Context: an optimization exercise on an open-source flow, tuned for small area. The choices shown serve that exercise and are no tape-out recipe.
RTL that was checked went through simulation tests only; none was proved equivalent to the original.
No functional check of the RTL was part of runs 3 and 4.

File: flow/config.mk
export PLATFORM = sky130hd
export DESIGN_NAME = snn_core
export DESIGN_NICKNAME = snn_core
export VERILOG_FILES = /design/flow/design.v
export SDC_FILE = /design/flow/constraint.sdc
export NUM_CORES = 4
export LEC_CHECK = 0
export CAP_MARGIN = 20
export CORE_MARGIN = 2
export CORE_UTILIZATION = 40
export PLACE_DENSITY = 0.6
export SLEW_MARGIN = 20
File: flow/constraint.sdc
create_clock -name core_clock -period 10.0 [get_ports {clk}]
set_input_delay 2.0000 -clock core_clock [delete_from_list [all_inputs] [get_ports {clk}]]
set_output_delay 2.0000 -clock core_clock [all_outputs]
set_load 0.01 [all_outputs]
File: flow/design.v
module fifo
#(
    parameter DATA_WIDTH = 20,
    parameter FIFO_DEPTH = 16,
    parameter ADDR_WIDTH = 4
)
(
    input  wire                  clk,
    input  wire                  rst,
    input  wire                  wr_en,
    input  wire                  rd_en,
    input  wire [DATA_WIDTH-1:0] wr_data,
    output wire [DATA_WIDTH-1:0] rd_data,
    output wire                  full,
    output wire                  empty
);
    reg [DATA_WIDTH-1:0] fifo_mem [0:FIFO_DEPTH-1];
    reg [ADDR_WIDTH:0]   wr_ptr;
    reg [ADDR_WIDTH:0]   rd_ptr;
    wire push = wr_en && !full;
    wire pop  = rd_en && !empty;
    always @(posedge clk) begin
        if (push)
            fifo_mem[wr_ptr[ADDR_WIDTH-1:0]] <= wr_data;
    end
    always @(posedge clk or posedge rst) begin
        if (rst) begin
            wr_ptr <= 0;
            rd_ptr <= 0;
        end else begin
            if (push) wr_ptr <= wr_ptr + 1'b1;
            if (pop)  rd_ptr <= rd_ptr + 1'b1;
        end
    end
    reg [DATA_WIDTH-1:0] rd_mux;
    integer k;
    always @(*) begin
        rd_mux = {DATA_WIDTH{1'b0}};
        for (k = 0; k < FIFO_DEPTH; k = k + 1)
            rd_mux = rd_mux | (fifo_mem[k] & {DATA_WIDTH{rd_ptr[ADDR_WIDTH-1:0] == k}});
    end
    assign rd_data = rd_mux;
    assign empty = (wr_ptr == rd_ptr);
    assign full  = (wr_ptr == {~rd_ptr[ADDR_WIDTH], rd_ptr[ADDR_WIDTH-1:0]});
endmodule
module LIF_neuron
(
    input  wire       clk,
    input  wire       rst,
    input  wire       fire,       
    input  wire       load,       
    input  wire [6:0] load_val,
    output wire       ge_thr,     
    output reg  [6:0] pot_lo
);
    assign ge_thr = (pot_lo >= 7'd100);
    always @(posedge clk or posedge rst) begin
        if (rst)
            pot_lo <= 7'd0;
        else if (fire)
            pot_lo <= 7'd0;
        else if (load)
            pot_lo <= load_val;
        else if (pot_lo != 7'd0)
            pot_lo <= pot_lo - 7'd1;
    end
endmodule
module snn_core
#(
    parameter N_NEURONS  = 16,
    parameter ID_WIDTH   = 4,
    parameter DATA_WIDTH = 16,
    parameter FIFO_DEPTH = 16,
    parameter FIFO_AW    = 4
)
(
    input  wire                               clk,
    input  wire                               rst,
    input  wire                               ev_valid,
    input  wire [ID_WIDTH+DATA_WIDTH-1:0]     ev_data,
    input  wire                               run,
    output wire                               full,
    output wire                               empty,
    output wire [N_NEURONS-1:0]               spike_out,
    output wire [N_NEURONS*DATA_WIDTH-1:0]    potential
);
    wire [ID_WIDTH+DATA_WIDTH-1:0] head;
    fifo #(
        .DATA_WIDTH (ID_WIDTH+DATA_WIDTH),
        .FIFO_DEPTH (FIFO_DEPTH),
        .ADDR_WIDTH (FIFO_AW)
    ) u_queue (
        .clk     (clk),
        .rst     (rst),
        .wr_en   (ev_valid),
        .rd_en   (run),
        .wr_data (ev_data),
        .rd_data (head),
        .full    (full),
        .empty   (empty)
    );
    wire                  deliver = run && !empty;
    wire [ID_WIDTH-1:0]   head_id = head[ID_WIDTH+DATA_WIDTH-1:DATA_WIDTH];
    wire [DATA_WIDTH-1:0] head_w  = head[DATA_WIDTH-1:0];
    reg  [ID_WIDTH-1:0]   last_id;
    reg  [8:0]            hi;
    reg  [ID_WIDTH-1:0]   spk_id;
    reg                   spk_v;
    wire                  hi_nz = |hi;
    wire [6:0]            lo     [0:N_NEURONS-1];
    wire [N_NEURONS-1:0]  ge_thr;
    wire [N_NEURONS-1:0]  fire;
    wire [N_NEURONS-1:0]  addr;
    reg  [6:0]            sel_lo;
    integer k;
    always @(*) begin
        sel_lo = 7'd0;
        for (k = 0; k < N_NEURONS; k = k + 1)
            sel_lo = sel_lo | (lo[k] & {7{addr[k]}});
    end
    wire [DATA_WIDTH-1:0] y_raw = {9'd0, sel_lo} + head_w - 1'b1;
    wire [DATA_WIDTH-1:0] y     = (&y_raw) ? {DATA_WIDTH{1'b0}} : y_raw;
    wire fire_tgt = |(addr & fire);
    wire load_hi  = deliver && !fire_tgt;
    genvar i;
    generate
        for (i = 0; i < N_NEURONS; i = i + 1) begin : g_neuron
            assign addr[i] = deliver && (head_id == i);
            assign fire[i] = ge_thr[i] || (hi_nz && (last_id == i));
            LIF_neuron u_neuron (
                .clk      (clk),
                .rst      (rst),
                .fire     (fire[i]),
                .load     (addr[i]),
                .load_val (y[6:0]),
                .ge_thr   (ge_thr[i]),
                .pot_lo   (lo[i])
            );
            assign potential[i*DATA_WIDTH +: 7] = lo[i];
            assign potential[i*DATA_WIDTH+7 +: 9] = (last_id == i) ? hi : 9'd0;
            assign spike_out[i] = spk_v && (spk_id == i);
        end
    endgenerate
    always @(posedge clk or posedge rst) begin
        if (rst) begin
            last_id <= 0;
            hi      <= 9'd0;
            spk_id  <= 0;
            spk_v   <= 1'b0;
        end else begin
            if (deliver) last_id <= head_id;
            hi     <= load_hi ? y[15:7] : 9'd0;
            spk_id <= last_id;
            spk_v  <= |fire;
        end
    end
endmodule
File: flow/run.sh
#!/bin/bash
# synth_recipe.tcl (not shown) runs the flow's synth.tcl, then flattens the netlist and writes it again
# the make line also repeats each setting of config.mk as NAME=value (left out here)
make -C /OpenROAD-flow-scripts/flow DESIGN_CONFIG=/design/flow/config.mk WORK_HOME=/design/flow/orfs CLKGATE_MAP_FILE= SYNTH_SCRIPT=/design/flow/synth_recipe.tcl finish
==> results of run 1 <==
layout make-up:
class                      instances  area (sq um)  area share
antenna                            2          5.00    0.000173
tap                              765           957      0.0332
inverter                          77           294      0.0102
multi-input combinational       1346          9490       0.329
timing repair buffer             346          3340       0.116
clock buffer                      55          1250      0.0432
sequential                       460         13100       0.454
clock inverter                    34           418      0.0145
state kept, by name, indices dropped and copies added (netlist names):
name,flops
g_neuron.u_neuron.pot_lo,112
hi,9
last_id,4
spk_id,4
spk_v,1
u_queue.fifo_mem,320
u_queue.rd_ptr,5
u_queue.wr_ptr,5
worst reg2reg max path, cell delays in order, from the launching register on:
cell,delay (ns)
dfrtp_1,0.44
inv_1,0.15
ha_1,0.76
and2_1,0.25
buf_4,0.32
nand2_1,0.21
nand3_1,0.71
nor3_1,0.34
buf_4,0.26
a222oi_1,0.52
nand3_1,0.15
nor4_1,0.35
ha_1,0.33
fa_1,0.43
xor2_2,0.16
or4_1,0.42
nor4bb_1,0.27
o21ai_0,0.13
nor4_1,0.29
o2111ai_1,0.23
nor2_4,0.14
buf_4,0.63
o32ai_1,0.28
cell families after synthesis:
family / count (synthesis) / synth area share
adders and majority gates: 62 / 0.0337
DFF: 460 / 0.565
xor gates and xnor gates: 108 / 0.0407
muxes: 24 / 0.0122
buffers and inverters: 194 / 0.0356
AOI/OAI and AO/OA: 453 / 0.155
and+or+nand+nor: 699 / 0.158
per-layer routing:
| layer | vias to the layer above | global-route usage |
|---|---|---|
| met2 | 872 | 0.446 |
| met5 | - | 0 |
| li1 | 8176 | - |
| met3 | 172 | 0.0418 |
| met1 | 9357 | 0.349 |
| met4 | 0 | 0.118 |
cell usage in the layout (no fill, tap or decap), types with 10 or more instances in the layout:
cell,n
a22oi_1,130
xnor2_1,69
buf_4,47
mux2i_1,16
nor3_1,50
dfrtp_1,140
clkinv_2,11
o21ai_0,20
or3_1,26
clkdlybuf4s50_1,297
nor2_4,12
edfxtp_1,320
a222oi_1,12
clkbuf_16,48
nand3_1,46
a21oi_1,35
a221oi_1,20
inv_1,75
o41ai_1,28
nor3_2,10
a211oi_1,11
a32oi_1,15
a22o_1,22
ha_1,61
o22ai_1,16
o31ai_1,22
nand3b_1,25
nor2_1,97
nand2b_1,14
nand2_1,168
and3_1,20
xor2_1,36
and2_1,148
nand4_1,23
o32ai_1,50
how the worst min path moves through the flow:
stage / startpoint / end / slack, ns / depth (start not counted)
after floorplan: u_queue.wr_ptr[4]$_DFFE_PP0P_ / u_queue.wr_ptr[4]$_DFFE_PP0P_ / 0.46 / 1
after global placement: u_queue.wr_ptr[4]$_DFFE_PP0P_ / u_queue.wr_ptr[4]$_DFFE_PP0P_ / 0.48 / 1
after detailed placement: u_queue.rd_ptr[4]$_DFFE_PP0P_ / u_queue.rd_ptr[4]$_DFFE_PP0P_ / 0.48 / 1
after CTS: u_queue.wr_ptr[4]$_DFFE_PP0P_ / u_queue.wr_ptr[4]$_DFFE_PP0P_ / 0.50 / 1
after global routing: u_queue.wr_ptr[4]$_DFFE_PP0P_ / u_queue.wr_ptr[4]$_DFFE_PP0P_ / 0.51 / 1
final: u_queue.wr_ptr[4]$_DFFE_PP0P_ / u_queue.wr_ptr[4]$_DFFE_PP0P_ / 0.49 / 1
per-stage QoR:
step / setup slack [ns] / hold slack, ns / cells
floorplan: 3.67 / 0.460 / 2000
global placement: 1.90 / 0.478 / 2992
detailed placement: 1.84 / 0.484 / 2994
CTS: 2.06 / 0.499 / 3083
global route: 1.54 / 0.508 / 3083
finish: 2.04 / 0.491 / 3085
==> results.yml, run 1 <==
sta:
  min_period_over_period: 0.796
  hold_viol_final: 0
  setup_violations: 0
  finalMaxSlewViolations: 0
  fin_setup_tns_ns: 0
  slew_headroom: 0.239
  fmax_ghz: 0.126
  fin_crit_ns: 7.96
  rsz0062_at_grt: "no"
  worstMarginPinSlew_ns: 1.14
  clock_skew_ns: 0.0350
routing:
  first_iter_violations: 2128
  wl_met1_microns: 33500
  remaining_drc_errors: 0
  routed_via_density: 6.02
  ant_nets: 0
  first_pass_iters: 7
  routedWlPerCell_microns: 26.7
  top_layer_used: "met4"
  wl_met2_microns: 39100
  routed_wl_microns: 82400
  vias: 18577
  wl_met3_microns: 6230
floorplanning:
  ios: 298
  die_h_microns: 245
  core_area_sq_um: 57600
  rows: 88
  dieWidth_microns: 245
  initial_utilization: 0.403
  die_area_sq_um: 60000
critical_path:
  crit_buf_inv: 4
  crit_top_cell: "buf_4"
  critical_path.max_stage_delay_ns: 0.76
  crit_chain: "inv_1 -> ha_1 -> and2_1 -> buf_4 -> nand2_1 -> nand3_1 -> nor3_1 -> buf_4 -> a222oi_1 -> nand3_1 -> nor4_1 -> ha_1 -> fa_1 -> xor2_2 -> or4_1 -> nor4bb_1 -> o21ai_0 -> nor4_1 -> o2111ai_1 -> nor2_4 -> buf_4 -> o32ai_1"
  endpoint: "g_neuron[15].u_neuron.pot_lo[2]$_DFFE_PP0P_"
  r2r-end: "g_neuron[15].u_neuron.pot_lo[2]$_DFFE_PP0P_"
  startpoint_type: "flip-flop"
  endpoint_kind: "flip-flop"
  worstPathRequired_ns: 10.44
  r2r_start: "u_queue.rd_ptr[0]$_DFFE_PP0P_"
  crit_fanout: 72
  r2r_setup_slack_ns: 2.04
  critPathTopFamily: "simple AND/OR/NAND/NOR gates"
  crit_type: "reg -> reg"
  cp.depth: 22
  r2r_cells: 22
  startpoint: "u_queue.rd_ptr[0]$_DFFE_PP0P_"
  slowest_stage: "ha_1"
  crit_arrival_ns: 8.41
logic_synthesis:
  syn_avg_cell_area_sq_um: 11.6
  synth_edf_count: 320
  synth_seq_cells: 460
  yosysMostFrequentCell: "edfxtp_1"
  ys.flop_type: "edfxtp_1"
  yosys.cell_types.count: 82
  synthTopCellsByCount: "edfxtp_1 (320), nand2_1 (168), and2_1 (148)"
  syn_inst: 2000
  ys_seq_area_frac: 0.565
  synth_area_leader_cell: "edfxtp_1"
  synthTopCellsByArea: "edfxtp_1 (41%), dfrtp_1 (15%), a22oi_1 (4.2%)"
  syn_area_sq_um: 23200
  synthesis.nets: 2086
  netlist.area_leader.share: 0.414
  ys_warn_count: 3
  async_flop_share: 0.304
clocking:
  clk_latency_ns: 0.62
  hold_buffers: 0
  cts-root-buf: "clkbuf_16"
  htreeDepth: 2
  postCtsSetupRepairBufs: 0
  numCtsBuffers: 48
  clock-sinks: 460
  clk_path_buf_depth: 3
  cts_tree: "done"
  cts-resized-gates: 0
  clk_pin_slew_worst_paths_ns: 0.06
placement:
  hpwl_microns: 54500
  placed_cell_area_sq_um: 27200
  port_buffers: 297
  place.gp.congestion: 0.986
layout:
  design_area_sq_um: 28900
  drive_above_1_share: 0.0833
  finish.utilization: 0.501
  nFillCells: 4990
  area_growth_pct: 24.3
  finalNetCount: 2365
global_routing:
  grt_use_total: 0.269
  grt_pass1_vias: 17613
  grt_max_degree: 73
  antenna_found_initial: 1
  grt_pass1_wl_microns: 120000
  overflow: 0
run:
  maxCapViolCount: 0
run_status:
  outcome: "no timing/DRC/antenna violations"
worst_hold_path:
  hp-class: "reg -> reg"
==> run 2, diff against run 1 <==
==> flow/flow/run.sh (new file) <==
#!/bin/bash
set -euo pipefail
echo 'export BUFFER_PORTS_ARGS = -buffer_cell sky130_fd_sc_hd__buf_1' >> config.mk
bash standard.sh > standard_flow.log 2>&1
==> flow/standard.sh (new file) <==
#!/bin/bash
# synth_recipe.tcl (not shown) runs the flow's synth.tcl, then flattens the netlist and writes it again
# the make line also repeats each setting of config.mk as NAME=value (left out here)
make -C /OpenROAD-flow-scripts/flow DESIGN_CONFIG=/design/flow/config.mk WORK_HOME=/design/flow/orfs CLKGATE_MAP_FILE= SYNTH_SCRIPT=/design/flow/synth_recipe.tcl "${@:-finish}"
--- a/flow/config.mk
+++ b/flow/config.mk
@@ -10,3 +10,5 @@
 export CORE_UTILIZATION = 40
+export CTS_BUF_LIST = sky130_fd_sc_hd__clkbuf_8
 export PLACE_DENSITY = 0.6
 export SLEW_MARGIN = 20
+export BUFFER_PORTS_ARGS = -buffer_cell sky130_fd_sc_hd__buf_1
removed: flow/run.sh
==> results.yml, run 2 <==
global_routing:
  grtUsageMet1: 0.353
  overflow: 0
  grt_use_total: 0.271
  top_usage_layer: "met2"
  grt_pass1_wl_microns: 120000
  grtUsageMet3: 0.0431
  grt_pass1_vias: 17919
  use_met2: 0.451
  antenna_found_initial: 4
  grt_max_degree: 77
critical_path:
  critical_path.max_stage_delay_ns: 0.96
  crit_fanout: 74
  crit_chain: "inv_1 -> ha_1 -> buf_4 -> a222oi_1 -> o21ai_1 -> a21oi_2 -> nand3_1 -> and3_1 -> a22oi_1 -> nand3_1 -> a211oi_1 -> ha_1 -> inv_1 -> ha_1 -> inv_1 -> fa_1 -> or4_1 -> nor4bb_1 -> o21ai_0 -> nor4_1 -> o2111ai_1 -> nor2_4 -> buf_4 -> o32ai_1"
  crit_arrival_ns: 8.82
  endpoint_kind: "flip-flop"
  slowest_stage: "fa_1"
  crit_type: "reg -> reg"
  r2r_cells: 24
  startpoint_type: "flip-flop"
  worstPathRequired_ns: 10.50
run_status:
  outcome: "no timing/DRC/antenna violations"
logic_synthesis:
  synthSimpleGateAreaFrac: 0.158
  synth_compound_area_frac: 0.155
  syn_inst: 2000
  synth_seq_cells: 460
  synth_top_family_by_area: "simple AND/OR/NAND/NOR gates"
  synthTopCellsByCount: "edfxtp_1 (320), nand2_1 (168), and2_1 (148)"
  muxShareOfSynthArea: 0.0122
  ys_seq_area_frac: 0.565
  syn_avg_cell_area_sq_um: 11.6
  yosys.cell_types.count: 82
  async_flop_share: 0.304
  ys.flop_type: "edfxtp_1"
  ys_warn_count: 3
  synth_area_leader_cell: "edfxtp_1"
  synth_edf_count: 320
  synthAdderAreaFrac: 0.0337
  synthTopCellsByArea: "edfxtp_1 (41%), dfrtp_1 (15%), a22oi_1 (4.2%)"
  syn_area_sq_um: 23200
  synthXorXnorAreaFrac: 0.0407
  netlist.area_leader.share: 0.414
  yosysMostFrequentCell: "edfxtp_1"
  synthesis.nets: 2086
sta:
  rsz0062_at_grt: "no"
  fin_crit_ns: 8.32
  hold_viol_final: 0
  fmax_ghz: 0.120
  slew_headroom: 0.192
  clock_skew_ns: 0.0453
  min_period_over_period: 0.832
  worstMarginPinSlew_ns: 1.21
  finalMaxSlewViolations: 0
  holdWs_ns: 0.483
  setup_violations: 0
  fin_setup_tns_ns: 0
layout:
  largest_reg_flops: 320
  area_growth_pct: 15.5
  layout_common_cells: "edfxtp_1 (320), buf_1 (297), nand2_1 (168)"
  nFillCells: 5383
  finalNetCount: 2402
  final_common_cell: "edfxtp_1"
  drive_above_1_share: 0.0921
  design_area_sq_um: 26800
clocking:
  clk_path_buf_depth: 3
  numCtsBuffers: 78
  clk_pin_slew_worst_paths_ns: 0.06
  postCtsSetupRepairBufs: 0
  cts_tree: "done"
  clk_latency_ns: 0.71
  cts-root-buf: "clkbuf_8"
  hold_buffers: 0
  clock-sinks: 460
  htreeDepth: 3
  cts-resized-gates: 0
floorplanning:
  rows: 88
  die_area_sq_um: 60000
  die_h_microns: 245
  dieWidth_microns: 245
  ios: 298
  initial_utilization: 0.403
  core_area_sq_um: 57600
worst_hold_path:
  hold_depth: 1
  hp-class: "reg -> reg"
routing:
  remaining_drc_errors: 0
  first_iter_violations: 2099
  vias: 18660
  first_pass_iters: 6
  ant_nets: 0
  routedWlPerCell_microns: 26.3
  routed_via_density: 5.95
  routed_wl_microns: 82400
run:
  maxCapViolCount: 0
placement:
  port_buffers: 297
  place.gp.congestion: 0.990
  placed_cell_area_sq_um: 25400
  hpwl_microns: 54700
## run 2: cell count changes in the layout (fill, tap and decap cells not counted), sizes merged
cell           delta
clkdlybuf4s50   -297
bufinv            -5
clkinv            -7
clkinvlp          -1
inv              +29
buf             +304
diode             +1
clkbuf           +25
## run 2: per-layer routing
layer | up-vias | wire (microns) | part of all wire
met5 | - | 0 | 0
met4 | 0 | 3270 | 0.040
met3 | 171 | 6170 | 0.075
met2 | 911 | 39700 | 0.48
met1 | 9323 | 33200 | 0.40
li1 | 8255 | - | -
## run 2: final timing paths
| path | start | end | slack [ns] |
|---|---|---|---|
| setup reg to reg | u_queue.rd_ptr[0]$_DFFE_PP0P_ | g_neuron[11].u_neuron.pot_lo[4]$_DFFE_PP0P_ | 1.68 |
| max in group asynchronous | rst | g_neuron[7].u_neuron.pot_lo[1]$_DFFE_PP0P_ | 7.17 |
| hold / removal | u_queue.wr_ptr[4]$_DFFE_PP0P_ | u_queue.wr_ptr[4]$_DFFE_PP0P_ | 0.48 |
| setup / recovery | u_queue.rd_ptr[0]$_DFFE_PP0P_ | g_neuron[11].u_neuron.pot_lo[4]$_DFFE_PP0P_ | 1.68 |
| hold reg to reg | u_queue.wr_ptr[4]$_DFFE_PP0P_ | u_queue.wr_ptr[4]$_DFFE_PP0P_ | 0.48 |
| min in group asynchronous | rst | u_queue.rd_ptr[4]$_DFFE_PP0P_ | 1.45 |
## run 2: critical path, delay by kind of cell (launching register included)
kind            cells  cell delay, ns
buf+inv             5            1.22
simple gates        7            2.71
compound gates      8            1.84
fa+ha+maj           4            1.86
flops               1            0.43
## run 2: kinds of logic (layout without fill, tap and decap cells)
logic type | Yosys count | in the layout
compound gates | 453 | 453
mux | 24 | 24
buf+inv | 194 | 560
other cells | 0 | 3
xor+xnor | 108 | 108
simple gates | 699 | 699
fa+ha+maj | 62 | 62
flops | 460 | 460
## run 2: metrics by stage
stage / utilization / instances / setup slack [ns]
after floorplan: - / 2000 / 3.67
after global placement: 0.440 / 3001 / 1.87
after detailed placement: 0.440 / 3001 / 1.78
after CTS: 0.465 / 3131 / 1.85
after global routing: 0.466 / 3133 / 1.13
final: 0.466 / 3134 / 1.68
## run 2: layout make-up
class / instances / area, sq um / area share
timing repair buffer: 353 / 1540 / 0.0573
sequential: 460 / 13100 / 0.489
inverter: 77 / 294 / 0.0110
multi-input combinational: 1346 / 9460 / 0.353
antenna: 3 / 7.51 / 0.000280
clock buffer: 80 / 1100 / 0.0411
clock inverter: 50 / 348 / 0.0130
tap: 765 / 957 / 0.0357
==> run 3, diff against run 2 <==
--- a/flow/design.v
+++ b/flow/design.v
@@ -17,21 +17,24 @@
     reg [DATA_WIDTH-1:0] fifo_mem [0:FIFO_DEPTH-1];
-    reg [ADDR_WIDTH:0]   wr_ptr;
-    reg [ADDR_WIDTH:0]   rd_ptr;
+    reg [FIFO_DEPTH:0]   occ;
+    assign empty = occ[0];
+    assign full  = occ[FIFO_DEPTH];
     wire push = wr_en && !full;
     wire pop  = rd_en && !empty;
+    integer k;
     always @(posedge clk) begin
-        if (push)
-            fifo_mem[wr_ptr[ADDR_WIDTH-1:0]] <= wr_data;
+        if (push) begin
+            fifo_mem[0] <= wr_data;
+            for (k = 1; k < FIFO_DEPTH; k = k + 1)
+                fifo_mem[k] <= fifo_mem[k-1];
+        end
     end
     always @(posedge clk or posedge rst) begin
-        if (rst) begin
-            wr_ptr <= 0;
-            rd_ptr <= 0;
-        end else begin
-            if (push) wr_ptr <= wr_ptr + 1'b1;
-            if (pop)  rd_ptr <= rd_ptr + 1'b1;
-        end
+        if (rst)
+            occ <= 1;
+        else if (push && !pop)
+            occ <= {occ[FIFO_DEPTH-1:0], 1'b0};
+        else if (pop && !push)
+            occ <= {1'b0, occ[FIFO_DEPTH:1]};
     end
     reg [DATA_WIDTH-1:0] rd_mux;
-    integer k;
     always @(*) begin
@@ -39,7 +42,5 @@
         for (k = 0; k < FIFO_DEPTH; k = k + 1)
-            rd_mux = rd_mux | (fifo_mem[k] & {DATA_WIDTH{rd_ptr[ADDR_WIDTH-1:0] == k}});
+            rd_mux = rd_mux | (fifo_mem[k] & {DATA_WIDTH{occ[k+1]}});
     end
     assign rd_data = rd_mux;
-    assign empty = (wr_ptr == rd_ptr);
-    assign full  = (wr_ptr == {~rd_ptr[ADDR_WIDTH], rd_ptr[ADDR_WIDTH-1:0]});
 endmodule
@@ -51,3 +52,3 @@
     input  wire       load,       
-    input  wire [6:0] load_val,
+    input  wire [6:0] load_val,   
     output wire       ge_thr,     
@@ -55,3 +56,12 @@
 );
-    assign ge_thr = (pot_lo >= 7'd100);
+    assign ge_thr = pot_lo[6] & pot_lo[5] & (pot_lo[4] | pot_lo[3] | pot_lo[2]);
+    wire [7:0] zero_below;
+    assign zero_below[0] = 1'b1;
+    genvar k;
+    generate
+        for (k = 1; k < 8; k = k + 1) begin : g_z
+            assign zero_below[k] = zero_below[k-1] & ~pot_lo[k-1];
+        end
+    endgenerate
+    wire keep = ~fire & ~load & ~zero_below[7];
     always @(posedge clk or posedge rst) begin
@@ -59,8 +69,4 @@
             pot_lo <= 7'd0;
-        else if (fire)
-            pot_lo <= 7'd0;
-        else if (load)
-            pot_lo <= load_val;
-        else if (pot_lo != 7'd0)
-            pot_lo <= pot_lo - 7'd1;
+        else
+            pot_lo <= ({7{keep}} & (pot_lo ^ zero_below[6:0])) | ({7{load}} & load_val);
     end
@@ -105,6 +111,6 @@
     reg  [ID_WIDTH-1:0]   last_id;
-    reg  [8:0]            hi;
+    reg  [8:0]            hi_n;     
     reg  [ID_WIDTH-1:0]   spk_id;
     reg                   spk_v;
-    wire                  hi_nz = |hi;
+    wire                  hi_nz = ~&hi_n;
     wire [6:0]            lo     [0:N_NEURONS-1];
@@ -121,5 +127,5 @@
     wire [DATA_WIDTH-1:0] y_raw = {9'd0, sel_lo} + head_w - 1'b1;
-    wire [DATA_WIDTH-1:0] y     = (&y_raw) ? {DATA_WIDTH{1'b0}} : y_raw;
     wire fire_tgt = |(addr & fire);
-    wire load_hi  = deliver && !fire_tgt;
+    wire y_ok     = deliver & ~fire_tgt & ~(&y_raw);
+    wire [DATA_WIDTH-1:0] y = y_raw & {DATA_WIDTH{y_ok}};
     genvar i;
@@ -139,3 +145,3 @@
             assign potential[i*DATA_WIDTH +: 7] = lo[i];
-            assign potential[i*DATA_WIDTH+7 +: 9] = (last_id == i) ? hi : 9'd0;
+            assign potential[i*DATA_WIDTH+7 +: 9] = (last_id == i) ? ~hi_n : 9'd0;
             assign spike_out[i] = spk_v && (spk_id == i);
@@ -146,3 +152,3 @@
             last_id <= 0;
-            hi      <= 9'd0;
+            hi_n    <= 9'h1ff;
             spk_id  <= 0;
@@ -151,3 +157,3 @@
             if (deliver) last_id <= head_id;
-            hi     <= load_hi ? y[15:7] : 9'd0;
+            hi_n   <= ~y[15:7];
             spk_id <= last_id;
--- a/flow/config.mk
+++ b/flow/config.mk
@@ -9,5 +9,7 @@
 export CORE_MARGIN = 2
-export CORE_UTILIZATION = 40
+export CORE_UTILIZATION = 60
 export CTS_BUF_LIST = sky130_fd_sc_hd__clkbuf_8
-export PLACE_DENSITY = 0.6
+export CTS_CLUSTER_DIAMETER = 60
+export CTS_CLUSTER_SIZE = 16
+export PLACE_DENSITY = 0.75
 export SLEW_MARGIN = 20
==> results.yml, run 3 <==
layout:
  finish.utilization: 0.672
  drive_above_1_share: 0.0626
  diodes: 0
  largest_reg_flops: 320
  nFillCells: 2792
  area_growth_pct: 10.6
  finalNetCount: 2284
  final_common_cell: "edfxtp_1"
  layout_common_cells: "edfxtp_1 (320), buf_1 (297), nor2_1 (244)"
logic_synthesis:
  synth_edf_count: 320
  async_flop_share: 0.315
  ys_warn_count: 4
  ys.flop_type: "edfxtp_1"
  yosys.cell_types.count: 74
  synth_seq_cells: 467
  synthTopCellsByCount: "edfxtp_1 (320), nor2_1 (245), a22oi_1 (153)"
  netlist.area_leader.share: 0.433
  synthTopCellsByArea: "edfxtp_1 (43%), dfrtp_1 (15%), ha_1 (6.7%)"
  syn_avg_cell_area_sq_um: 11.7
  ys_seq_area_frac: 0.599
  yosysMostFrequentCell: "edfxtp_1"
  syn_inst: 1893
  synth_area_leader_cell: "edfxtp_1"
  synthesis.nets: 2036
  syn_area_sq_um: 22200
routing:
  ant_nets: 0
  routed_via_density: 6.64
  first_iter_violations: 2215
  vias: 17535
  first_pass_iters: 6
  routed_wl_microns: 69700
  remaining_drc_errors: 0
  routedWlPerCell_microns: 26.4
sta:
  fmax_ghz: 0.130
  fin_setup_tns_ns: 0
  finalMaxSlewViolations: 0
  clock_skew_ns: 0.0298
  slew_headroom: 0.282
  fin_crit_ns: 7.68
  setup_violations: 0
  rsz0062_at_grt: "no"
  worstMarginPinSlew_ns: 1.07
  min_period_over_period: 0.768
  hold_viol_final: 0
floorplanning:
  die_area_sq_um: 38500
  dieWidth_microns: 196
  ios: 298
  core_area_sq_um: 36500
  die_h_microns: 196
  initial_utilization: 0.607
  rows: 70
critical_path:
  crit_top_cell: "nand4_1"
  startpoint_type: "flip-flop"
  r2r_start: "u_queue.occ[4]$_DFFE_PP0P_"
  critical_path.max_stage_delay_ns: 0.82
  crit_fanout: 29
  slowest_stage: "nor2_1"
  r2r_setup_slack_ns: 2.32
  crit_arrival_ns: 8.16
  endpoint_kind: "flip-flop"
  r2r_cells: 23
  worstPathRequired_ns: 10.48
  crit_chain: "buf_4 -> a22oi_1 -> nand2_1 -> nor4_4 -> nand2_1 -> nor2_1 -> a22oi_1 -> nand4_1 -> nor2_1 -> ha_1 -> inv_1 -> ha_1 -> inv_1 -> fa_1 -> inv_1 -> nand4_1 -> nor2_1 -> nand4_1 -> nor4_1 -> nand4_1 -> nor2_4 -> buf_4 -> o22ai_1"
  r2r-end: "g_neuron[11].u_neuron.pot_lo[5]$_DFF_PP0_"
  crit_type: "reg -> reg"
clocking:
  cts-root-buf: "clkbuf_8"
  htreeDepth: 2
  postCtsSetupRepairBufs: 0
  cts-resized-gates: 0
  clk_path_buf_depth: 3
  clock-sinks: 467
  hold_buffers: 0
  clk_pin_slew_worst_paths_ns: 0.11
  clk_latency_ns: 0.62
  numCtsBuffers: 39
  cts_tree: "done"
worst_hold_path:
  hp-start: "u_queue.fifo_mem[1][14]$_DFFE_PP_"
  hp-class: "reg -> reg"
  hold_depth: 0
  min_to: "u_queue.fifo_mem[2][14]$_DFFE_PP_"
placement:
  hpwl_microns: 48800
  port_buffers: 297
  place.gp.congestion: 1.02
global_routing:
  grt_pass1_wl_microns: 102000
  grt_use_total: 0.358
  antenna_found_initial: 1
  grt_max_degree: 164
  grt_pass1_vias: 16187
  overflow: 0
run_status:
  outcome: "no timing/DRC/antenna violations"
run:
  maxCapViolCount: 0
-- run 3: cell types whose count changed after synthesis, sizes merged, moves of 35 or more --
cell,previous run,this run
nand2,168,96
nor3,64,23
xnor2,70,6
ha,61,118
inv,76,139
nor2,115,245
nand4,24,59
and2,154,4
o22ai,16,67
xor2,38,3
a41o,0,36
o32ai,50,8
-- run 3: area by class of cell --
class	count	area, sq um	share of cell area
flip-flops and latches	467	13300	0.542
multi-input cells	1149	7810	0.319
repair buffers	344	1480	0.0603
well taps	468	586	0.0239
clock buffers	42	578	0.0236
inverters	140	531	0.0216
clock inverters	30	244	0.00995
-- run 3: worst max-delay path by stage --
stage | from | depth (start not counted) | endpoint | slack (ns)
after floorplan | ev_valid | 6 | u_queue.occ[7]$_DFFE_PP0P_ | 1.47
after global placement | run | 22 | g_neuron[11].u_neuron.pot_lo[4]$_DFF_PP0_ | 2.37
after detailed placement | run | 23 | g_neuron[11].u_neuron.pot_lo[5]$_DFF_PP0_ | 2.24
after CTS | u_queue.occ[4]$_DFFE_PP0P_ | 23 | g_neuron[11].u_neuron.pot_lo[5]$_DFF_PP0_ | 2.51
after global routing | u_queue.occ[4]$_DFFE_PP0P_ | 23 | g_neuron[11].u_neuron.pot_lo[5]$_DFF_PP0_ | 1.72
final | u_queue.occ[4]$_DFFE_PP0P_ | 23 | g_neuron[11].u_neuron.pot_lo[5]$_DFF_PP0_ | 2.32
-- run 3: metal layers --
metal / wire [microns] / vias to the layer above / track usage
li1: - / 7630 / -
met1: 26600 / 8536 / 0.476
met2: 32100 / 1133 / 0.567
met3: 7250 / 234 / 0.0670
met4: 3820 / 2 / 0.183
met5: 13 / - / 0
-- run 3: cell families after synthesis --
logic type                 count (synthesis)  synth area share
and+or+nand+nor                          567             0.121
DFF                                      467             0.599
AOI/OAI and AO/OA                        432             0.148
buffers and inverters                    277            0.0500
adders and majority gates                119            0.0674
muxes                                     22            0.0105
xor gates and xnor gates                   9           0.00355
-- run 3: critical path: cells and delay by family, from the launching register on --
kind            cells  cell delay [ns]
compound gates      3             0.60
fa+ha+maj           3             0.99
flops               1             0.62
simple gates       12             3.76
buf+inv             5             1.58
-- run 3: through the flow --
stage | setup slack, ns | hold slack (ns) | instance area (sq um) | std cells
2_1_floorplan | 1.47 | 0.349 | 22200 | 1893
3_3_place_gp | 2.37 | 0.428 | 23700 | 2568
3_5_place_dp | 2.24 | 0.434 | 23700 | 2568
4_1_cts | 2.51 | 0.439 | 24500 | 2640
5_1_grt | 1.72 | 0.444 | 24500 | 2640
6_report | 2.32 | 0.435 | 24500 | 2640
==> run 4, diff against run 3 <==
--- a/flow/config.mk
+++ b/flow/config.mk
@@ -10,5 +10,5 @@
 export CORE_UTILIZATION = 60
-export CTS_BUF_LIST = sky130_fd_sc_hd__clkbuf_8
-export CTS_CLUSTER_DIAMETER = 60
-export CTS_CLUSTER_SIZE = 16
+export CTS_BUF_LIST = sky130_fd_sc_hd__clkbuf_16
+export CTS_CLUSTER_DIAMETER = 80
+export CTS_CLUSTER_SIZE = 30
 export PLACE_DENSITY = 0.75
==> results.yml, run 4 <==
clocking:
  clk_latency_ns: 0.58
  cts_tree: "done"
  clk_pin_slew_worst_paths_ns: 0.11
  numCtsBuffers: 23
  hold_buffers: 0
  postCtsSetupRepairBufs: 0
  cts-root-buf: "clkbuf_16"
  cts-resized-gates: 0
  clock-sinks: 467
  clk_path_buf_depth: 3
  htreeDepth: 1
placement:
  hpwl_microns: 48800
  place.gp.congestion: 1.02
  placed_cell_area_sq_um: 23700
  port_buffers: 297
sta:
  holdWs_ns: 0.451
  fin_setup_tns_ns: 0
  clock_skew_ns: 0.0348
  fmax_ghz: 0.130
  rsz0062_at_grt: "no"
  finalMaxSlewViolations: 0
  min_period_over_period: 0.767
  slew_headroom: 0.289
  hold_viol_final: 0
  worstMarginPinSlew_ns: 1.07
  fin_crit_ns: 7.67
  setup_violations: 0
critical_path:
  endpoint_kind: "flip-flop"
  crit_arrival_ns: 8.12
  critical_path.max_stage_delay_ns: 0.83
  crit_chain: "buf_4 -> a22oi_1 -> nand2_1 -> nor4_4 -> nand2_1 -> nor2_1 -> a22oi_1 -> nand4_1 -> nor2_1 -> ha_1 -> inv_1 -> ha_1 -> inv_1 -> fa_1 -> inv_1 -> nand4_1 -> nor2_1 -> nand4_1 -> nor4_1 -> nand4_1 -> nor2_4 -> buf_4 -> o22ai_1"
  r2r_setup_slack_ns: 2.33
  crit_top_cell: "nand4_1"
  worstPathRequired_ns: 10.44
  startpoint_type: "flip-flop"
  crit_fanout: 29
  crit_type: "reg -> reg"
  slowest_stage: "nor2_1"
routing:
  first_pass_iters: 5
  routedWlPerCell_microns: 26.7
  vias: 17414
  ant_nets: 0
  first_iter_violations: 2092
  remaining_drc_errors: 0
  routed_wl_microns: 69700
  routed_via_density: 6.67
logic_synthesis:
  synthXorXnorAreaFrac: 0.00355
  yosys.cell_types.count: 74
  async_flop_share: 0.315
  syn_area_sq_um: 22200
  synth_seq_cells: 467
  synthSimpleGateAreaFrac: 0.121
  ys.flop_type: "edfxtp_1"
  netlist.area_leader.share: 0.433
  syn_avg_cell_area_sq_um: 11.7
  muxShareOfSynthArea: 0.0105
  ys_warn_count: 4
  synth_compound_area_frac: 0.148
  ys_seq_area_frac: 0.599
  synthAdderAreaFrac: 0.0674
  synth_top_family_by_area: "compound AO/OA/AOI/OAI gates"
  synthTopCellsByArea: "edfxtp_1 (43%), dfrtp_1 (15%), ha_1 (6.7%)"
  syn_inst: 1893
  synthesis.nets: 2036
  synthTopCellsByCount: "edfxtp_1 (320), nor2_1 (245), a22oi_1 (153)"
  yosysMostFrequentCell: "edfxtp_1"
  synth_area_leader_cell: "edfxtp_1"
  synth_edf_count: 320
floorplanning:
  dieWidth_microns: 196
  die_h_microns: 196
  die_area_sq_um: 38500
  ios: 298
  initial_utilization: 0.607
  core_area_sq_um: 36500
  rows: 70
layout:
  drive_above_1_share: 0.0565
  diodes: 0
  finish.utilization: 0.672
  layout_common_cells: "edfxtp_1 (320), buf_1 (297), nor2_1 (244)"
  largest_reg_flops: 320
  design_area_sq_um: 24500
  nFillCells: 2768
  finalNetCount: 2269
  final_common_cell: "edfxtp_1"
  area_growth_pct: 10.6
global_routing:
  grt_max_degree: 164
  grt_pass1_vias: 16089
  grt_pass1_wl_microns: 102000
  overflow: 0
  grt_use_total: 0.355
  antenna_found_initial: 1
worst_hold_path:
  hp-class: "reg -> reg"
run_status:
  outcome: "no timing/DRC/antenna violations"
run:
  maxCapViolCount: 0
run 4: cell counts after synthesis:
No cell type changed its count.
run 4: cell type report:
cell class,instances,area (sq um),area share
multi-input cells,1149,7810,0.318
clock inverters,17,198,0.00806
well taps,468,586,0.0239
flip-flops and latches,467,13300,0.542
repair buffers,345,1510,0.0614
clock buffers,24,601,0.0245
inverters,140,531,0.0216
run 4: worst paths after layout:
kind,startpoint,cells past startpoint,to
max in group asynchronous,rst,4,hi_n[1]$_DFF_PP1_
worst max-delay path,u_queue.occ[15]$_DFFE_PP0P_,23,g_neuron[11].u_neuron.pot_lo[5]$_DFF_PP0_
worst max register to register,u_queue.occ[15]$_DFFE_PP0P_,23,g_neuron[11].u_neuron.pot_lo[5]$_DFF_PP0_
min in group asynchronous,rst,2,spk_v$_DFF_PP0_
worst min register to register,u_queue.fifo_mem[3][17]$_DFFE_PP_,0,u_queue.fifo_mem[4][17]$_DFFE_PP_
worst min-delay path,u_queue.fifo_mem[3][17]$_DFFE_PP_,0,u_queue.fifo_mem[4][17]$_DFFE_PP_
run 4: routing by layer:
metal,vias to the layer above,GRT usage,wire length [microns]
li1,7589,-,-
met1,8532,0.477,26700
met2,1075,0.566,32300
met3,218,0.0617,7110
met4,0,0.168,3540
met5,-,0,0
run 4: kinds of logic after synthesis:
family | count (synthesis)
multiplexers | 22
buffers and inverters | 277
AO/OA/AOI/OAI | 432
flip-flops | 467
adder cells (fa/ha/maj) | 119
XOR/XNOR | 9
AND/OR/NAND/NOR | 567
run 4: critical path, delay by kind of cell, from the launching register on:
family	cells	cell delay, ns
AND/OR/NAND/NOR	12	3.76
buffers and inverters	5	1.54
adder cells (fa/ha/maj)	3	0.98
flip-flops	1	0.68
AO/OA/AOI/OAI	3	0.58
run 4: through the flow:
step,worst slack [ns],std cells
floorplan,1.47,1893
global placement,2.37,2568
detailed placement,2.24,2568
CTS,2.57,2609
global route,1.78,2610
finish,2.33,2610
==> run 5, diff against run 4 <==
--- a/flow/design.v
+++ b/flow/design.v
@@ -53,6 +53,4 @@
     input  wire [6:0] load_val,   
-    output wire       ge_thr,     
     output reg  [6:0] pot_lo
 );
-    assign ge_thr = pot_lo[6] & pot_lo[5] & (pot_lo[4] | pot_lo[3] | pot_lo[2]);
     wire [7:0] zero_below;
@@ -92,2 +90,3 @@
 );
+    localparam THRESHOLD = 100;
     wire [ID_WIDTH+DATA_WIDTH-1:0] head;
@@ -111,8 +110,7 @@
     reg  [ID_WIDTH-1:0]   last_id;
-    reg  [8:0]            hi_n;     
+    reg  [8:0]            hi_n;
+    reg                   at_thr;
     reg  [ID_WIDTH-1:0]   spk_id;
     reg                   spk_v;
-    wire                  hi_nz = ~&hi_n;
     wire [6:0]            lo     [0:N_NEURONS-1];
-    wire [N_NEURONS-1:0]  ge_thr;
     wire [N_NEURONS-1:0]  fire;
@@ -134,3 +132,3 @@
             assign addr[i] = deliver && (head_id == i);
-            assign fire[i] = ge_thr[i] || (hi_nz && (last_id == i));
+            assign fire[i] = at_thr && (last_id == i);
             LIF_neuron u_neuron (
@@ -141,3 +139,2 @@
                 .load_val (y[6:0]),
-                .ge_thr   (ge_thr[i]),
                 .pot_lo   (lo[i])
@@ -153,2 +150,3 @@
             hi_n    <= 9'h1ff;
+            at_thr  <= 1'b0;
             spk_id  <= 0;
@@ -158,4 +156,5 @@
             hi_n   <= ~y[15:7];
+            at_thr <= (y >= THRESHOLD);
             spk_id <= last_id;
-            spk_v  <= |fire;
+            spk_v  <= at_thr;
         end
--- a/flow/config.mk
+++ b/flow/config.mk
@@ -10,7 +10,8 @@
 export CORE_UTILIZATION = 60
-export CTS_BUF_LIST = sky130_fd_sc_hd__clkbuf_16
-export CTS_CLUSTER_DIAMETER = 80
-export CTS_CLUSTER_SIZE = 30
+export CTS_BUF_LIST = sky130_fd_sc_hd__clkbuf_8
+export CTS_CLUSTER_DIAMETER = 60
+export CTS_CLUSTER_SIZE = 16
 export PLACE_DENSITY = 0.75
 export SLEW_MARGIN = 20
+export SYNTH_HIERARCHICAL = 1
 export BUFFER_PORTS_ARGS = -buffer_cell sky130_fd_sc_hd__buf_1
==> results.yml, run 5 <==
run_status:
  outcome: "no timing/DRC/antenna violations"
placement:
  hpwl_microns: 44500
  place.gp.congestion: 0.943
  pre_cts_slack_ns: 2.00
  placedCellCount: 2507
  port_buffers: 297
critical_path:
  worstPathRequired_ns: 10.52
  critical_path.max_stage_delay_ns: 0.99
  crit_type: "reg -> reg"
  r2r_start: "u_queue.occ[1]$_DFFE_PP0P_"
  critPathTopFamily: "simple AND/OR/NAND/NOR gates"
  startpoint_type: "flip-flop"
  r2r-end: "g_neuron[11].u_neuron.pot_lo[5]$_DFF_PP0_"
  crit_chain: "buf_4 -> a22o_1 -> a221oi_1 -> nand4_1 -> or4b_2 -> nor2_2 -> a22oi_1 -> nand4_1 -> nor2_1 -> ha_1 -> inv_1 -> ha_1 -> fa_1 -> a21o_1 -> a311oi_2 -> a211oi_1 -> o211ai_1 -> nor4b_2 -> and4_2 -> a211oi_4 -> nand2_1 -> o31ai_1"
  r2r_cells: 22
  crit_arrival_ns: 8.42
  r2r_setup_slack_ns: 2.10
  crit_buf_inv: 2
  crit_fanout: 22
  endpoint_kind: "flip-flop"
  slowest_stage: "a211oi_4"
logic_synthesis:
  ys.flop_type: "edfxtp_1"
  ys_seq_area_frac: 0.607
  yosysMostFrequentCell: "edfxtp_1"
  netlist.area_leader.share: 0.438
  syn_avg_cell_area_sq_um: 12.1
  syn_inst: 1819
  synth_edf_count: 320
  synth_seq_cells: 468
  ys_warn_count: 10
  async_flop_share: 0.316
  synthTopCellsByCount: "edfxtp_1 (320), nor2_1 (202), inv_1 (162)"
  synthTopCellsByArea: "edfxtp_1 (44%), dfrtp_1 (16%), ha_1 (6.7%)"
  synth_area_leader_cell: "edfxtp_1"
  syn_area_sq_um: 21900
  yosys.cell_types.count: 68
  synthesis.nets: 1962
sta:
  hold_viol_final: 0
  finalMaxSlewViolations: 0
  setup_violations: 0
  rsz0062_at_grt: "no"
  holdWs_ns: 0.452
  slew_headroom: 0.225
  worstMarginPinSlew_ns: 1.16
  clock_skew_ns: 0.0414
  fmax_ghz: 0.127
  setup_ws_ns: 2.10
  fin_setup_tns_ns: 0
  fin_crit_ns: 7.90
  min_period_over_period: 0.790
routing:
  first_pass_iters: 6
  remaining_drc_errors: 0
  routed_wl_microns: 64700
  first_iter_violations: 1937
  routedWlPerCell_microns: 25.1
  routed_via_density: 6.39
  ant_nets: 0
  vias: 16466
layout:
  largest_reg_flops: 320
  drive_above_1_share: 0.0603
  diodes: 0
  finalNetCount: 2222
  area_growth_pct: 9.86
  final_common_cell: "edfxtp_1"
  finish.utilization: 0.663
  fin_cells: 2575
  layout_common_cells: "edfxtp_1 (320), buf_1 (297), nor2_1 (202)"
worst_hold_path:
  hp-class: "reg -> reg"
  hold_depth: 0
  min_to: "u_queue.fifo_mem[8][9]$_DFFE_PP_"
  hp-start: "u_queue.fifo_mem[7][9]$_DFFE_PP_"
floorplanning:
  core_area_sq_um: 36300
  ios: 298
  die_h_microns: 195
  rows: 70
  dieWidth_microns: 195
  die_area_sq_um: 38100
  initial_utilization: 0.604
clocking:
  numCtsBuffers: 38
  cts-resized-gates: 0
  cts_tree: "done"
  hold_buffers: 0
  clk_pin_slew_worst_paths_ns: 0.11
  clk_latency_ns: 0.62
  clk_path_buf_depth: 3
  postCtsSetupRepairBufs: 0
  clock-sinks: 468
  cts-root-buf: "clkbuf_8"
  htreeDepth: 2
global_routing:
  grt_pass1_vias: 15500
  grt_use_total: 0.335
  grt_pass1_wl_microns: 95300
  antenna_found_initial: 1
  overflow: 0
  grt_max_degree: 202
run:
  maxCapViolCount: 0
## run 5: metal layers
metal  track usage  up-vias  share of wire
li1              -     7272              -
met1         0.446     8059           0.39
met2         0.541      966           0.47
met3        0.0618      167          0.091
met4         0.152        2          0.046
met5             0        -        0.00020
## run 5: final cells by class
| type | instances | area (sq um) |
|---|---|---|
| multi-input cells | 1072 | 7420 |
| repair buffers | 337 | 1430 |
| flip-flops and latches | 468 | 13300 |
| fillers | 2766 | 12200 |
| clock buffers | 39 | 537 |
| inverters | 162 | 608 |
| clock inverters | 29 | 200 |
| well taps | 468 | 586 |
## run 5: logic make-up after synthesis
group	Yosys count	share of synthesized area
multiplexers	16	0.00730
flip-flops	468	0.607
XOR/XNOR	9	0.00359
AO/OA/AOI/OAI	427	0.154
AND/OR/NAND/NOR	501	0.103
buffers and inverters	279	0.0569
adder cells (fa/ha/maj)	119	0.0682
## run 5: per-stage QoR
step                cell area [sq um]
finish                          24100
global route                    24100
CTS                             24100
detailed placement              23400
global placement                23400
floorplan                       21900
## run 5: worst max path at each step
stage | start | to | slack, ns | cells past startpoint
3_5_place_dp | run | g_neuron[11].u_neuron.pot_lo[5]$_DFF_PP0_ | 2.00 | 19
2_1_floorplan | ev_valid | u_queue.occ[8]$_DFFE_PP0P_ | 1.95 | 6
5_1_grt | u_queue.occ[2]$_DFFE_PP0P_ | g_neuron[3].u_neuron.pot_lo[5]$_DFF_PP0_ | 1.82 | 22
4_1_cts | u_queue.occ[1]$_DFFE_PP0P_ | g_neuron[7].u_neuron.pot_lo[5]$_DFF_PP0_ | 2.30 | 22
6_report | u_queue.occ[1]$_DFFE_PP0P_ | g_neuron[11].u_neuron.pot_lo[5]$_DFF_PP0_ | 2.10 | 22
3_3_place_gp | run | g_neuron[14].u_neuron.pot_lo[5]$_DFF_PP0_ | 2.21 | 19
## run 5: modules after synthesis (local to each module, per instance), a selection
module,area [sq um],flops+latches,cells
snn_core,3750,19,602
LIF_neuron,375,7,38
==> run 6, diff against run 5 <==
==> flow/flow/run.sh (replaced) <==
#!/bin/bash
# The standard layout with two changes:
#  - synthesis maps with an area-oriented ABC script (flow/abc_area.script:
#    delay relaxed, no buffering or upsizing in ABC; the resizer buffers
#    later as needed) in place of ORFS's abc_speed.script;
#  - the port buffers are the smallest buffer (buf_1).
# Everything else, the synthesis script included, is the standard flow's own.
set -euo pipefail
W=$(pwd)
echo 'export BUFFER_PORTS_ARGS = -buffer_cell sky130_fd_sc_hd__buf_1' >> config.mk
rm -rf "$W/synth_scripts"
cp -r "$FLOW_HOME/scripts" "$W/synth_scripts"
cp "$W/flow/abc_area.script" "$W/synth_scripts/abc_speed.script"
SCRIPTS_DIR="$W/synth_scripts" bash standard.sh synth > synth_flow.log 2>&1
bash standard.sh > standard_flow.log 2>&1
==> flow/flow/abc_area.script (new file) <==
&get -n
&st
&dch
&nf -R 1000 -C 32
&put
--- a/flow/config.mk
+++ b/flow/config.mk
@@ -15,3 +15,2 @@
 export SLEW_MARGIN = 20
-export SYNTH_HIERARCHICAL = 1
 export BUFFER_PORTS_ARGS = -buffer_cell sky130_fd_sc_hd__buf_1
==> results.yml, run 6 <==
critical_path:
  crit_fanout: 20
  crit_arrival_ns: 9.01
  r2r_start: "u_queue.occ[2]$_DFFE_PP0P_"
  r2r_cells: 31
  r2r-end: "at_thr$_DFF_PP0_"
  r2r_setup_slack_ns: 1.69
  critical_path.max_stage_delay_ns: 0.80
  critPathTopFamily: "simple AND/OR/NAND/NOR gates"
  worstPathRequired_ns: 10.49
  startpoint_type: "primary input"
  crit_type: "in -> reg"
  crit_buf_inv: 4
  endpoint_kind: "flip-flop"
  slowest_stage: "nand2_1"
clocking:
  clk_latency_ns: 0.58
  clk_pin_slew_worst_paths_ns: 0.10
  cts-root-buf: "clkbuf_8"
  clk_path_buf_depth: 3
  htreeDepth: 2
  clock-sinks: 468
  cts-resized-gates: 0
  postCtsSetupRepairBufs: 0
  hold_buffers: 0
  cts_tree: "done"
  numCtsBuffers: 37
layout:
  area_growth_pct: 12.8
  diodes: 0
  drive_above_1_share: 0.0418
  nFillCells: 2396
  finalNetCount: 2036
  largest_reg_flops: 320
  layout_common_cells: "edfxtp_1 (320), buf_1 (297), nor2_1 (213)"
  final_common_cell: "edfxtp_1"
logic_synthesis:
  synth_top_family_by_area: "compound AO/OA/AOI/OAI gates"
  synth_area_leader_cell: "edfxtp_1"
  syn_inst: 1534
  synth_seq_cells: 468
  syn_area_sq_um: 20000
  yosysMostFrequentCell: "edfxtp_1"
  ys.flop_type: "edfxtp_1"
  async_flop_share: 0.316
  synth_compound_area_frac: 0.122
  netlist.area_leader.share: 0.480
  synthTopCellsByArea: "edfxtp_1 (48%), dfrtp_1 (17%), ha_1 (7.4%)"
  syn_avg_cell_area_sq_um: 13.1
  synthesis.nets: 1677
  synthXorXnorAreaFrac: 0.00612
  synth_edf_count: 320
  synthTopCellsByCount: "edfxtp_1 (320), nor2_1 (213), dfrtp_1 (138)"
  muxShareOfSynthArea: 0.00750
  synthSimpleGateAreaFrac: 0.0991
  synthAdderAreaFrac: 0.0747
  yosys.cell_types.count: 41
  ys_warn_count: 4
  ys_seq_area_frac: 0.665
routing:
  routedWlPerCell_microns: 23.1
  first_iter_violations: 2069
  vias: 14969
  routed_wl_microns: 54400
  routed_via_density: 6.35
  remaining_drc_errors: 0
  first_pass_iters: 9
  ant_nets: 0
floorplanning:
  initial_utilization: 0.613
  rows: 66
  die_area_sq_um: 34900
  core_area_sq_um: 32700
  dieWidth_microns: 187
  die_h_microns: 187
  ios: 298
global_routing:
  grt_pass1_vias: 13969
  antenna_found_initial: 0
  grt_use_total: 0.304
  overflow: 0
  grt_pass1_wl_microns: 82400
  grt_max_degree: 225
sta:
  setup_violations: 0
  min_period_over_period: 0.852
  worstMarginPinSlew_ns: 0.998
  slew_headroom: 0.335
  fmax_ghz: 0.117
  setup_ws_ns: 1.48
  rsz0062_at_grt: "no"
  fin_setup_tns_ns: 0
  clock_skew_ns: 0.0452
  finalMaxSlewViolations: 0
  hold_viol_final: 0
  fin_crit_ns: 8.52
placement:
  port_buffers: 297
  place.gp.congestion: 0.965
  pre_cts_slack_ns: 1.04
  hpwl_microns: 37200
run_status:
  outcome: "no timing/DRC/antenna violations"
worst_hold_path:
  hp-class: "reg -> reg"
  min_to: "u_queue.fifo_mem[12][13]$_DFFE_PP_"
  hp-start: "u_queue.fifo_mem[11][13]$_DFFE_PP_"
  hold_depth: 0
run:
  maxCapViolCount: 0
[run 6: changes by cell type after synthesis, moves of 35 or more]
| cell | before | now |
|---|---|---|
| inv_1 | 162 | 0 |
| a221oi_1 | 87 | 8 |
| a222oi_1 | 0 | 83 |
| a22o_1 | 84 | 2 |
| nand2_1 | 159 | 124 |
| clkbuf_1 | 45 | 0 |
| o31ai_1 | 114 | 0 |
| clkinv_1 | 0 | 137 |
| o22ai_1 | 0 | 112 |
[run 6: cell families (layout without fill, tap and decap cells)]
group / after synthesis / count (layout)
simple gates: 461 / 461
xor+xnor: 14 / 14
flops: 468 / 468
compound gates: 320 / 320
mux: 15 / 15
fa+ha+maj: 119 / 119
buf+inv: 137 / 518
[run 6: routing by layer]
layer  up-vias  GRT usage  wire length (microns)
li1       6659          -                      -
met1      7347      0.420                  21600
met2       858      0.503                  26300
met3       105     0.0402                   4710
met4         0      0.109                   1810
met5         -          0                      0
[run 6: layout make-up]
class / count / area [sq um] / share of cell area
Timing Repair Buffer: 320 / 1320 / 0.0584
Inverter: 137 / 519 / 0.0230
Sequential cell: 468 / 13300 / 0.590
Clock buffer: 38 / 523 / 0.0231
Clock inverter: 23 / 155 / 0.00687
Multi-Input combinational cell: 929 / 6200 / 0.274
Tap cell: 442 / 553 / 0.0245
[run 6: how the worst max path moves through the flow]
stage,cells past startpoint,slack [ns],startpoint,end
finish,32,1.48,run,at_thr$_DFF_PP0_
global route,32,1.02,run,at_thr$_DFF_PP0_
CTS,32,1.61,run,at_thr$_DFF_PP0_
detailed placement,32,1.04,run,at_thr$_DFF_PP0_
global placement,32,1.42,run,at_thr$_DFF_PP0_
floorplan,4,1.66,ev_valid,u_queue.occ[15]$_DFFE_PP0P_
[run 6: stage by stage]
step	util	hold slack [ns]	cell area [sq um]	cells
finish	0.691	0.448	22600	2357
global route	0.691	0.460	22600	2357
CTS	0.690	0.448	22600	2356
detailed placement	0.669	0.433	21900	2295
global placement	0.669	0.428	21900	2295
floorplan	-	0.426	20000	1534

## afterwards: timing with drivers on the ports
No port has a modelled driver above. Below, the same layouts with a new extraction and two added sets of constraints.
Step 1 (the two cells are an assumption about what drives the block):
set clk [get_ports {clk}]
set_driving_cell -lib_cell sky130_fd_sc_hd__clkbuf_16 $clk
set_driving_cell -lib_cell sky130_fd_sc_hd__buf_2 [delete_from_list [all_inputs] $clk]
Step 2, shift: input delay + t, output delay - t, t = (earliest + latest rising clock arrival at the registers) / 2. This alone moves slack from input paths to output paths.
Slacks: ideal / step 1 / step 2; pairs: ideal / step 1.
run	t, ns	setup slack, ns	worst hold slack (ns)	worst setup path after step 2	worst slew at a driven data input, ns
run 1	0.659	2.037 / 2.037 / 1.740	0.491 / 0.491 / 0.491	input to register	0.10
run 2	0.744	1.683 / 1.683 / 1.567	0.483 / 0.483 / 0.483	input to register	0.12
run 3	0.653	2.316 / 2.316 / 1.969	0.435 / 0.435 / 0.435	input to register	0.04
run 4	0.615	2.329 / 2.329 / 1.991	0.451 / 0.451 / 0.451	input to register	0.04
run 5	0.645	2.103 / 2.103 / 1.810	0.452 / 0.452 / 0.452	input to register	0.04
run 6	0.605	1.478 / 1.503 / 0.899	0.448 / 0.448 / 0.448	input to register	0.03
After both steps setup and hold are still met in every run listed. For run 6, which loses most, drivers alone change the setup slack by +0.025 ns; drivers and shift together by -0.579 ns.
